This design comes from an exercise in tuning for small area and a short achievable clock period on the open sky130 flow, not from production work.
RTL that was checked went through simulation tests only; none was proved equivalent to the original.
The RTL of run 2 was laid out without a check of its function.

==> flow/design.v, too long to show whole: its modules and the start of the top module <==
// module FA: 6 lines
// module HA: 6 lines
// module XN2: 5 lines
// module OR2: 5 lines
// module MX: 5 lines
// module X2: 5 lines
// module LSTM: 1779 lines
module LSTM(clk, Of, En, Ci, Cip, In, Ui, Uf, Uk, Uo, Wi, Wk, Wf, Wo, Vo, Bi, Bo, Bf, Bk, PrevH, Cout, Hout);
  // ...
==> flow/flow/run.sh <==
#!/bin/bash
set -euo pipefail
export BUFFER_PORTS_ARGS="-buffer_cell sky130_fd_sc_hd__buf_1"
bash standard.sh > standard_flow.log 2>&1
==> flow/standard.sh <==
#!/bin/bash
# synth_recipe.tcl (not shown) runs the flow's synth.tcl, then flattens the netlist and writes it again
# the make line also repeats each setting of config.mk as NAME=value (left out here)
make -C /OpenROAD-flow-scripts/flow DESIGN_CONFIG=/design/flow/config.mk WORK_HOME=/design/flow/orfs CLKGATE_MAP_FILE= SYNTH_SCRIPT=/design/flow/synth_recipe.tcl "${@:-finish}"
==> flow/config.mk <==
export PLATFORM = sky130hd
export DESIGN_NAME = LSTM
export DESIGN_NICKNAME = LSTM
export VERILOG_FILES = /design/flow/design.v
export SDC_FILE = /design/flow/constraint.sdc
export NUM_CORES = 4
export LEC_CHECK = 0
export CAP_MARGIN = 20
export CORE_MARGIN = 2
export CORE_UTILIZATION = 40
export CTS_BUF_LIST = sky130_fd_sc_hd__clkbuf_8
export SLEW_MARGIN = 20
export SYNTH_HIERARCHICAL = 1
==> flow/constraint.sdc <==
create_clock -name core_clock -period 45.0 [get_ports {clk}]
set_input_delay 9.0000 -clock core_clock [delete_from_list [all_inputs] [get_ports {clk}]]
set_output_delay 9.0000 -clock core_clock [all_outputs]
set_load 0.01 [all_outputs]
==> reports/qor.yml, run 1 <==
dr.max_layer_used: "met5"
cap_violations: 0
synthAdderAreaFrac: 0.592
synth_xor_area_frac: 0.0899
maxSlewViolCount: 0
ctsHoldBuffers: 0
synth_top_flop_cell: "dfxtp_1"
pin_count: 148
pre_cts_ws_ns: 19.00
io_buffer_count: 131
post-route-min-period_ns: 25.93
relSlewSlack: 0.406
multi_input_gates: 1239
clk_latency_ns: 0.27
synthTopCellsByArea: "fa_1 57%, nand2_1 13%, xnor2_1 7.8%"
overflow: 0
syn_area_sq_um: 13600
status: "timing/DRC/antenna clean"
final_util: 0.433
use_met1: 0.259
wl_met3_um: 1520
top_regs: "u_r (9), ft_r (8), h_r (8)"
r2r_end: "h_r[7]$_SDFF_PN0_"
ys_seq_elements: 25
setup_ws_ns: 19.07
muxShareOfSynthArea: 0.0191
num-nonclk-inverters: 57
grt_pass1_wl_um: 52600
drc: 0
cpPeakStageDelay_ns: 0.61
clock.fmax_mhz: 38.6
synth_top_family_by_area: "adder cells"
vias_per_cell: 4.99
whs_ns: 1.38
multi_input_area_sq_um: 12600
multi_input_area_share: 0.866
clkbuf_count: 3
==> run 2, diff against run 1 <==
--- a/flow/design.v
+++ b/flow/design.v
@@ -193,22 +193,19 @@
   FA fa116(.a(pp76), .b(pp81), .ci(c110), .s(s116), .co(c116));
   wire s117, c117;
   FA fa117(.a(c111), .b(s115), .ci(c112), .s(s117), .co(c117));
   wire s118, c118;
   FA fa118(.a(s116), .b(c113), .ci(s117), .s(s118), .co(c118));
   wire s119 = pp64 ^ pp71 ^ pp77;
   wire s120 = pp82 ^ c115 ^ s119;
   wire s121 = c116 ^ s120 ^ c117;
-  wire c122;
-  OR2 or122(.a(pp26), .b(pp33), .y(c122));
-  wire c123;
-  OR2 or123(.a(s83), .b(c122), .y(c123));
-  wire c124;
-  OR2 or124(.a(s85), .b(c123), .y(c124));
+  wire c122 = pp26 | pp33;
+  wire c123 = s83 | c122;
+  wire c124 = s85 | c123;
   wire s125;
   XN2 xn125(.a(s88), .b(c124), .y(s125));
   wire c125;
   OR2 or125(.a(s88), .b(c124), .y(c125));
   wire s126;
   XN2 xn126(.a(s92), .b(c125), .y(s126));
   wire c126;
   OR2 or126(.a(s92), .b(c125), .y(c126));
@@ -359,22 +356,19 @@
   FA fa225(.a(pp185), .b(pp190), .ci(c219), .s(s225), .co(c225));
   wire s226, c226;
   FA fa226(.a(c220), .b(s224), .ci(c221), .s(s226), .co(c226));
   wire s227, c227;
   FA fa227(.a(s225), .b(c222), .ci(s226), .s(s227), .co(c227));
   wire s228 = pp173 ^ pp180 ^ pp186;
   wire s229 = pp191 ^ c224 ^ s228;
   wire s230 = c225 ^ s229 ^ c226;
-  wire c231;
-  OR2 or231(.a(pp135), .b(pp142), .y(c231));
-  wire c232;
-  OR2 or232(.a(s192), .b(c231), .y(c232));
-  wire c233;
-  OR2 or233(.a(s194), .b(c232), .y(c233));
+  wire c231 = pp135 | pp142;
+  wire c232 = s192 | c231;
+  wire c233 = s194 | c232;
   wire s234;
   XN2 xn234(.a(s197), .b(c233), .y(s234));
   wire c234;
   OR2 or234(.a(s197), .b(c233), .y(c234));
   wire s235;
   XN2 xn235(.a(s201), .b(c234), .y(s235));
   wire c235;
   OR2 or235(.a(s201), .b(c234), .y(c235));
@@ -525,22 +519,19 @@
   FA fa334(.a(pp294), .b(pp299), .ci(c328), .s(s334), .co(c334));
   wire s335, c335;
   FA fa335(.a(c329), .b(s333), .ci(c330), .s(s335), .co(c335));
   wire s336, c336;
   FA fa336(.a(s334), .b(c331), .ci(s335), .s(s336), .co(c336));
   wire s337 = pp282 ^ pp289 ^ pp295;
   wire s338 = pp300 ^ c333 ^ s337;
   wire s339 = c334 ^ s338 ^ c335;
-  wire c340;
-  OR2 or340(.a(pp244), .b(pp251), .y(c340));
-  wire c341;
-  OR2 or341(.a(s301), .b(c340), .y(c341));
-  wire c342;
-  OR2 or342(.a(s303), .b(c341), .y(c342));
+  wire c340 = pp244 | pp251;
+  wire c341 = s301 | c340;
+  wire c342 = s303 | c341;
   wire s343;
   XN2 xn343(.a(s306), .b(c342), .y(s343));
   wire c343;
   OR2 or343(.a(s306), .b(c342), .y(c343));
   wire s344;
   XN2 xn344(.a(s310), .b(c343), .y(s344));
   wire c344;
   OR2 or344(.a(s310), .b(c343), .y(c344));
@@ -691,22 +682,19 @@
   FA fa443(.a(pp403), .b(pp408), .ci(c437), .s(s443), .co(c443));
   wire s444, c444;
   FA fa444(.a(c438), .b(s442), .ci(c439), .s(s444), .co(c444));
   wire s445, c445;
   FA fa445(.a(s443), .b(c440), .ci(s444), .s(s445), .co(c445));
   wire s446 = pp391 ^ pp398 ^ pp404;
   wire s447 = pp409 ^ c442 ^ s446;
   wire s448 = c443 ^ s447 ^ c444;
-  wire c449;
-  OR2 or449(.a(pp353), .b(pp360), .y(c449));
-  wire c450;
-  OR2 or450(.a(s410), .b(c449), .y(c450));
-  wire c451;
-  OR2 or451(.a(s412), .b(c450), .y(c451));
+  wire c449 = pp353 | pp360;
+  wire c450 = s410 | c449;
+  wire c451 = s412 | c450;
   wire s452;
   XN2 xn452(.a(s415), .b(c451), .y(s452));
   wire c452;
   OR2 or452(.a(s415), .b(c451), .y(c452));
   wire s453;
   XN2 xn453(.a(s419), .b(c452), .y(s453));
   wire c453;
   OR2 or453(.a(s419), .b(c452), .y(c453));
@@ -857,22 +845,19 @@
   FA fa552(.a(pp512), .b(pp517), .ci(c546), .s(s552), .co(c552));
   wire s553, c553;
   FA fa553(.a(c547), .b(s551), .ci(c548), .s(s553), .co(c553));
   wire s554, c554;
   FA fa554(.a(s552), .b(c549), .ci(s553), .s(s554), .co(c554));
   wire s555 = pp500 ^ pp507 ^ pp513;
   wire s556 = pp518 ^ c551 ^ s555;
   wire s557 = c552 ^ s556 ^ c553;
-  wire c558;
-  OR2 or558(.a(pp462), .b(pp469), .y(c558));
-  wire c559;
-  OR2 or559(.a(s519), .b(c558), .y(c559));
-  wire c560;
-  OR2 or560(.a(s521), .b(c559), .y(c560));
+  wire c558 = pp462 | pp469;
+  wire c559 = s519 | c558;
+  wire c560 = s521 | c559;
   wire s561;
   XN2 xn561(.a(s524), .b(c560), .y(s561));
   wire c561;
   OR2 or561(.a(s524), .b(c560), .y(c561));
   wire s562;
   XN2 xn562(.a(s528), .b(c561), .y(s562));
   wire c562;
   OR2 or562(.a(s528), .b(c561), .y(c562));
@@ -1023,22 +1008,19 @@
   FA fa661(.a(pp621), .b(pp626), .ci(c655), .s(s661), .co(c661));
   wire s662, c662;
   FA fa662(.a(c656), .b(s660), .ci(c657), .s(s662), .co(c662));
   wire s663, c663;
   FA fa663(.a(s661), .b(c658), .ci(s662), .s(s663), .co(c663));
   wire s664 = pp609 ^ pp616 ^ pp622;
   wire s665 = pp627 ^ c660 ^ s664;
   wire s666 = c661 ^ s665 ^ c662;
-  wire c667;
-  OR2 or667(.a(pp571), .b(pp578), .y(c667));
-  wire c668;
-  OR2 or668(.a(s628), .b(c667), .y(c668));
-  wire c669;
-  OR2 or669(.a(s630), .b(c668), .y(c669));
+  wire c667 = pp571 | pp578;
+  wire c668 = s628 | c667;
+  wire c669 = s630 | c668;
   wire s670;
   XN2 xn670(.a(s633), .b(c669), .y(s670));
   wire c670;
   OR2 or670(.a(s633), .b(c669), .y(c670));
   wire s671;
   XN2 xn671(.a(s637), .b(c670), .y(s671));
   wire c671;
   OR2 or671(.a(s637), .b(c670), .y(c671));
@@ -1189,22 +1171,19 @@
   FA fa770(.a(pp730), .b(pp735), .ci(c764), .s(s770), .co(c770));
   wire s771, c771;
   FA fa771(.a(c765), .b(s769), .ci(c766), .s(s771), .co(c771));
   wire s772, c772;
   FA fa772(.a(s770), .b(c767), .ci(s771), .s(s772), .co(c772));
   wire s773 = pp718 ^ pp725 ^ pp731;
   wire s774 = pp736 ^ c769 ^ s773;
   wire s775 = c770 ^ s774 ^ c771;
-  wire c776;
-  OR2 or776(.a(pp680), .b(pp687), .y(c776));
-  wire c777;
-  OR2 or777(.a(s737), .b(c776), .y(c777));
-  wire c778;
-  OR2 or778(.a(s739), .b(c777), .y(c778));
+  wire c776 = pp680 | pp687;
+  wire c777 = s737 | c776;
+  wire c778 = s739 | c777;
   wire s779;
   XN2 xn779(.a(s742), .b(c778), .y(s779));
   wire c779;
   OR2 or779(.a(s742), .b(c778), .y(c779));
   wire s780;
   XN2 xn780(.a(s746), .b(c779), .y(s780));
   wire c780;
   OR2 or780(.a(s746), .b(c779), .y(c780));
@@ -1355,22 +1334,19 @@
   FA fa879(.a(pp839), .b(pp844), .ci(c873), .s(s879), .co(c879));
   wire s880, c880;
   FA fa880(.a(c874), .b(s878), .ci(c875), .s(s880), .co(c880));
   wire s881, c881;
   FA fa881(.a(s879), .b(c876), .ci(s880), .s(s881), .co(c881));
   wire s882 = pp827 ^ pp834 ^ pp840;
   wire s883 = pp845 ^ c878 ^ s882;
   wire s884 = c879 ^ s883 ^ c880;
-  wire c885;
-  OR2 or885(.a(pp789), .b(pp796), .y(c885));
-  wire c886;
-  OR2 or886(.a(s846), .b(c885), .y(c886));
-  wire c887;
-  OR2 or887(.a(s848), .b(c886), .y(c887));
+  wire c885 = pp789 | pp796;
+  wire c886 = s846 | c885;
+  wire c887 = s848 | c886;
   wire s888;
   XN2 xn888(.a(s851), .b(c887), .y(s888));
   wire c888;
   OR2 or888(.a(s851), .b(c887), .y(c888));
   wire s889;
   XN2 xn889(.a(s855), .b(c888), .y(s889));
   wire c889;
   OR2 or889(.a(s855), .b(c888), .y(c889));
@@ -1467,18 +1443,17 @@
   wire s928;
   XN2 xn928(.a(s918), .b(c927), .y(s928));
   wire c928;
   OR2 or928(.a(s918), .b(c927), .y(c928));
   wire s929;
   XN2 xn929(.a(s919), .b(c928), .y(s929));
   wire c929;
   OR2 or929(.a(s919), .b(c928), .y(c929));
-  wire s930;
-  XN2 xn930(.a(s920), .b(c929), .y(s930));
+  wire s930 = ~(s920 ^ c929);
   wire s931;
   XN2 xn931(.a(s452), .b(s561), .y(s931));
   wire c931;
   OR2 or931(.a(s452), .b(s561), .y(c931));
   wire s932, c932;
   FA fa932(.a(s453), .b(s562), .ci(c931), .s(s932), .co(c932));
   wire s933, c933;
   FA fa933(.a(s454), .b(s563), .ci(c932), .s(s933), .co(c933));
@@ -1542,18 +1517,17 @@
   wire s962;
   XN2 xn962(.a(s944), .b(c961), .y(s962));
   wire c962;
   OR2 or962(.a(s944), .b(c961), .y(c962));
   wire s963;
   XN2 xn963(.a(s945), .b(c962), .y(s963));
   wire c963;
   OR2 or963(.a(s945), .b(c962), .y(c963));
-  wire s964;
-  XN2 xn964(.a(s946), .b(c963), .y(s964));
+  wire s964 = ~(s946 ^ c963);
   wire s965, c965;
   HA ha965(.a(s905), .b(s957), .s(s965), .co(c965));
   wire s966, c966;
   FA fa966(.a(s906), .b(s958), .ci(c965), .s(s966), .co(c966));
   wire s967, c967;
   FA fa967(.a(s907), .b(s959), .ci(c966), .s(s967), .co(c967));
   wire s968, c968;
   FA fa968(.a(s908), .b(s960), .ci(c967), .s(s968), .co(c968));
@@ -1792,18 +1766,17 @@
   wire s1100;
   XN2 xn1100(.a(s1048), .b(c1099), .y(s1100));
   wire c1100;
   OR2 or1100(.a(s1048), .b(c1099), .y(c1100));
   wire s1101;
   XN2 xn1101(.a(s1049), .b(c1100), .y(s1101));
   wire c1101;
   OR2 or1101(.a(s1049), .b(c1100), .y(c1101));
-  wire s1102;
-  XN2 xn1102(.a(s1050), .b(c1101), .y(s1102));
+  wire s1102 = ~(s1050 ^ c1101);
   wire [7:0] h_d = {s1102, s1101, s1100, s1099, s1098, s1097, s1096, s1095};
   always @(posedge clk) begin
     u_r  <= En ? u_d  : 9'd0;
     ft_r <= En ? ft_d : 8'd0;
     h_r  <= En ? h_d  : 8'd0;
   end
   assign Hout = h_r;
   assign Cout = cout_w;
==> run 2 against run 1 <==
Against the previous run: synthesized cell count fell by 1.1%; non-clock buffer count fell by 1; global-route usage rose by 0.69 points; via count rose by 0.83%; sequential share of layout area barely moved; routed wire length rose by 3.8%.
==> reports/qor.yml, run 2 <==
cts_buffers: 3  # unchanged
die-area_sq_um: 35400  # was 35600 sq um
top_register: "u_r"  # unchanged
nNetsFinal: 2003  # was 2017
avgSynthCellArea_sq_um: 9.76  # was 9.71 sq um
maxSlewViolCount: 0  # unchanged
cp_max_fo: 8  # was 32
pin_count: 148  # unchanged
overflow: 0  # unchanged
cts_setup_buffers: 0  # unchanged
clk_latency_ns: 0.27  # about the same
clk_path_buf_depth: 2  # unchanged
seq_area_frac_synth: 0.0369  # was 0.0367
root_buffer: "clkbuf_8"  # unchanged
cp.arrival_ns: 16.94  # was 16.93 ns
hpwl_um: 27300  # was 26400 um
ys_warn_count: 7  # unchanged
critical_path.top_delay_family: "adder cells"  # unchanged
drive_gt1_frac: 0.0322  # was 0.0292
largest_reg_flops: 9  # unchanged
initial_core_util: 0.406  # was 0.407
top_regs: "u_r (9), ft_r (8), h_r (8)"  # unchanged
cts.repair.resized: 0  # unchanged
grt_pass1_vias: 10700  # was 10400
antenna_found_initial: 1  # was 2
netlist_instances: 1390  # was 1405
synth_top_area_frac: 0.572  # was 0.569
instances_no_fill: 1907  # was 1922
rsz0062_at_grt: "no"  # unchanged
rows: 67  # unchanged
synth-edff-count: 0  # unchanged
io_buffer_count: 131  # unchanged
worst_clock_skew_ns: 0.00224  # was 0.00577 ns
path_buf_inv: 2  # was 3
startpoint_type: "input port"  # unchanged
cp.required_ns: 36.00  # about the same
path_class: "input port to output pin"  # unchanged
setup_viol: 0  # unchanged
async_flop_share: 0  # unchanged
area_growth_pct: 6.42  # was 6.47%
h-tree-depth: 1  # unchanged
routed-via-count: 9665  # was 9585
wl_per_cell_um: 16.7  # was 16.0 um
gp_congestion: 0.862  # was 0.818
drtAntennaViolNets: 0  # unchanged
cpPeakStageDelay_ns: 0.58  # was 0.61 ns
grt_pass1_wl_um: 53800  # was 52600 um
crit_slowest_cell: "fa_1"  # unchanged
ys_top_cells_by_count: "454 x nand2_1, 388 x fa_1, 118 x xnor2_1"  # was 469 x nand2_1, 388 x fa_1, 122 x xnor2_1
placedCellCount: 1902  # was 1916
first_pass_iters: 6  # was 5
die_h_um: 188  # was 189 um
die_w_um: 188  # was 189 um
synth_fp_nets: 1934  # was 1949
relSlewSlack: 0.341  # was 0.406
clock.fmax_mhz: 38.6  # about the same
synth_top_flop_cell: "dfxtp_1"  # unchanged
status: "timing/DRC/antenna clean"  # unchanged
ctsHoldBuffers: 0  # unchanged
path_clk_slew_ns: 0.09  # about the same
ys_seq_elements: 25  # unchanged
tightest_slew_ns: 0.988  # was 0.880 ns
final_cell_mix: "454 x nand2_1, 388 x fa_1, 131 x buf_1"  # was 469 x nand2_1, 388 x fa_1, 131 x buf_1
final_common_cell: "nand2_1"  # unchanged
synthTopCellsByArea: "fa_1 57%, nand2_1 13%, xnor2_1 7.6%"  # was fa_1 57%, nand2_1 13%, xnor2_1 7.8%
wl_um: 31900  # was 30800 um
finalCritPeriodShare: 0.576  # about the same
gr-usage-all-layers: 0.190  # was 0.183
drc: 0  # unchanged
grt_max_degree: 33  # unchanged
cts_tree: "built"  # unchanged
cap_violations: 0  # unchanged
core_area_sq_um: 33400  # was 33500 sq um
ys_types: 54  # was 46
syn_area_sq_um: 13600  # about the same
post-route-min-period_ns: 25.94  # was 25.93 ns
vias_per_cell: 5.07  # was 4.99
cpMostUsedCell: "fa_1"  # unchanged
min_path_type: "flop to flop"  # unchanged
tns_ns: 0  # unchanged
synth_top_area_cell: "fa_1"  # unchanged
dr.first_iter.drc_count: 590  # was 441
clock-sinks: 25  # unchanged
synthMostInstantiatedCell: "nand2_1"  # unchanged
hold_viol: 0  # unchanged
end_kind: "output pin"  # unchanged
run 2: cell types whose count changed after synthesis, moves of 3 or more:
cell      change
nand4_1       +7
buf_1         +6
nor3_1        +4
nor2_1        +8
clkbuf_1      -9
or2_1        -23
nand2_1      -15
o21ai_0       +3
xnor2_1       -4
run 2: area by class of cell:
cell class / instances / area [sq um]
Antenna cell: 1 / 2.50
Tap cell: 448 / 561
Sequential cell: 25 / 500
Multi-Input combinational cell: 1226 / 12500
Inverter: 57 / 214
Clock buffer: 3 / 41.3
Fill cell: 3260 / 19000
Clock inverter: 1 / 7.51
Timing Repair Buffer: 146 / 604
run 2: path summary, 6_finish.rpt:
check / startpoint / endpoint / slack (ns) / cells past startpoint
max: Wo[2] / Of / 19.06 / 25
max reg2reg: ft_r[0]$_SDFF_PN0_ / h_r[7]$_SDFF_PN0_ / 37.02 / 25
min: u_r[8]$_SDFF_PN0_ / h_r[0]$_SDFF_PN0_ / 1.36 / 7
min reg2reg: u_r[8]$_SDFF_PN0_ / h_r[0]$_SDFF_PN0_ / 1.36 / 7
run 2: logic make-up (layout without fill, tap and decap cells):
kind of cell | after synthesis | in the layout | synth area share
AOI/OAI and AO/OA | 38 | 38 | 0.0198
and+or+nand+nor | 622 | 622 | 0.201
DFF | 25 | 25 | 0.0369
muxes | 16 | 16 | 0.0177
buffers and inverters | 139 | 207 | 0.0412
xor gates and xnor gates | 136 | 136 | 0.0878
other | 1 | 2 | 0.000276
adders and majority gates | 413 | 413 | 0.595
run 2: worst min-delay path: cells and delay by family, from the launching register on:
family | cells | cell delay, ns
buf+inv | 1 | 0.11
compound gates | 4 | 0.56
simple gates | 1 | 0.16
flops | 1 | 0.38
xor+xnor | 1 | 0.12
run 2: through the flow:
stage	area, sq um	setup slack, ns	util	hold slack (ns)
floorplan	13600	19.47	-	1.15
global placement	14400	19.09	0.430	1.31
detailed placement	14400	19.06	0.430	1.32
CTS	14400	19.05	0.432	1.35
global route	14400	18.77	0.432	1.55
finish	14400	19.06	0.432	1.36
run 2: modules after synthesis (local to each module, per instance):
module / cell area [sq um] / times used / flip-flops and latches
FA: 20.0 / 388 / 0
MX: 15.0 / 16 / 0
HA: 12.5 / 15 / 0
OR2: 6.26 / 67 / 0
X2: 8.76 / 8 / 0
XN2: 8.76 / 65 / 0
LSTM: 4320 / 1 / 25
run 2: metal layers:
metal,wire length (um),share of wire,track usage
met5,0,0,0
met4,414,0.013,0.0291
met3,1290,0.040,0.0119
met2,16300,0.51,0.336
met1,14000,0.44,0.262

==> static timing again, ports no longer ideal <==
In the flow no input, the clock included, has a driving cell. The finished layouts below were timed again as built, in two steps. Step 1 assumes that a clkbuf_16 drives the clock port and a buf_2 every other input. Step 2 also shifts input and output timing later by t, the mid clock arrival at the registers, as if the neighbouring blocks saw the same clock. a / b / c = ideal / step 1 / step 2; a / b = the first two.
run	t, ns	setup WS [ns]	latest minus earliest clock arrival (ns)	worst data-port slew with drivers (ns)	cell pins on the clock port's net
run 1	0.298	19.071 / 19.044 / 19.044	0.006 / 0.006	0.10	1
run 2	0.297	19.062 / 19.035 / 19.035	0.003 / 0.002	0.10	1
After both steps setup and hold are still met in every run listed.
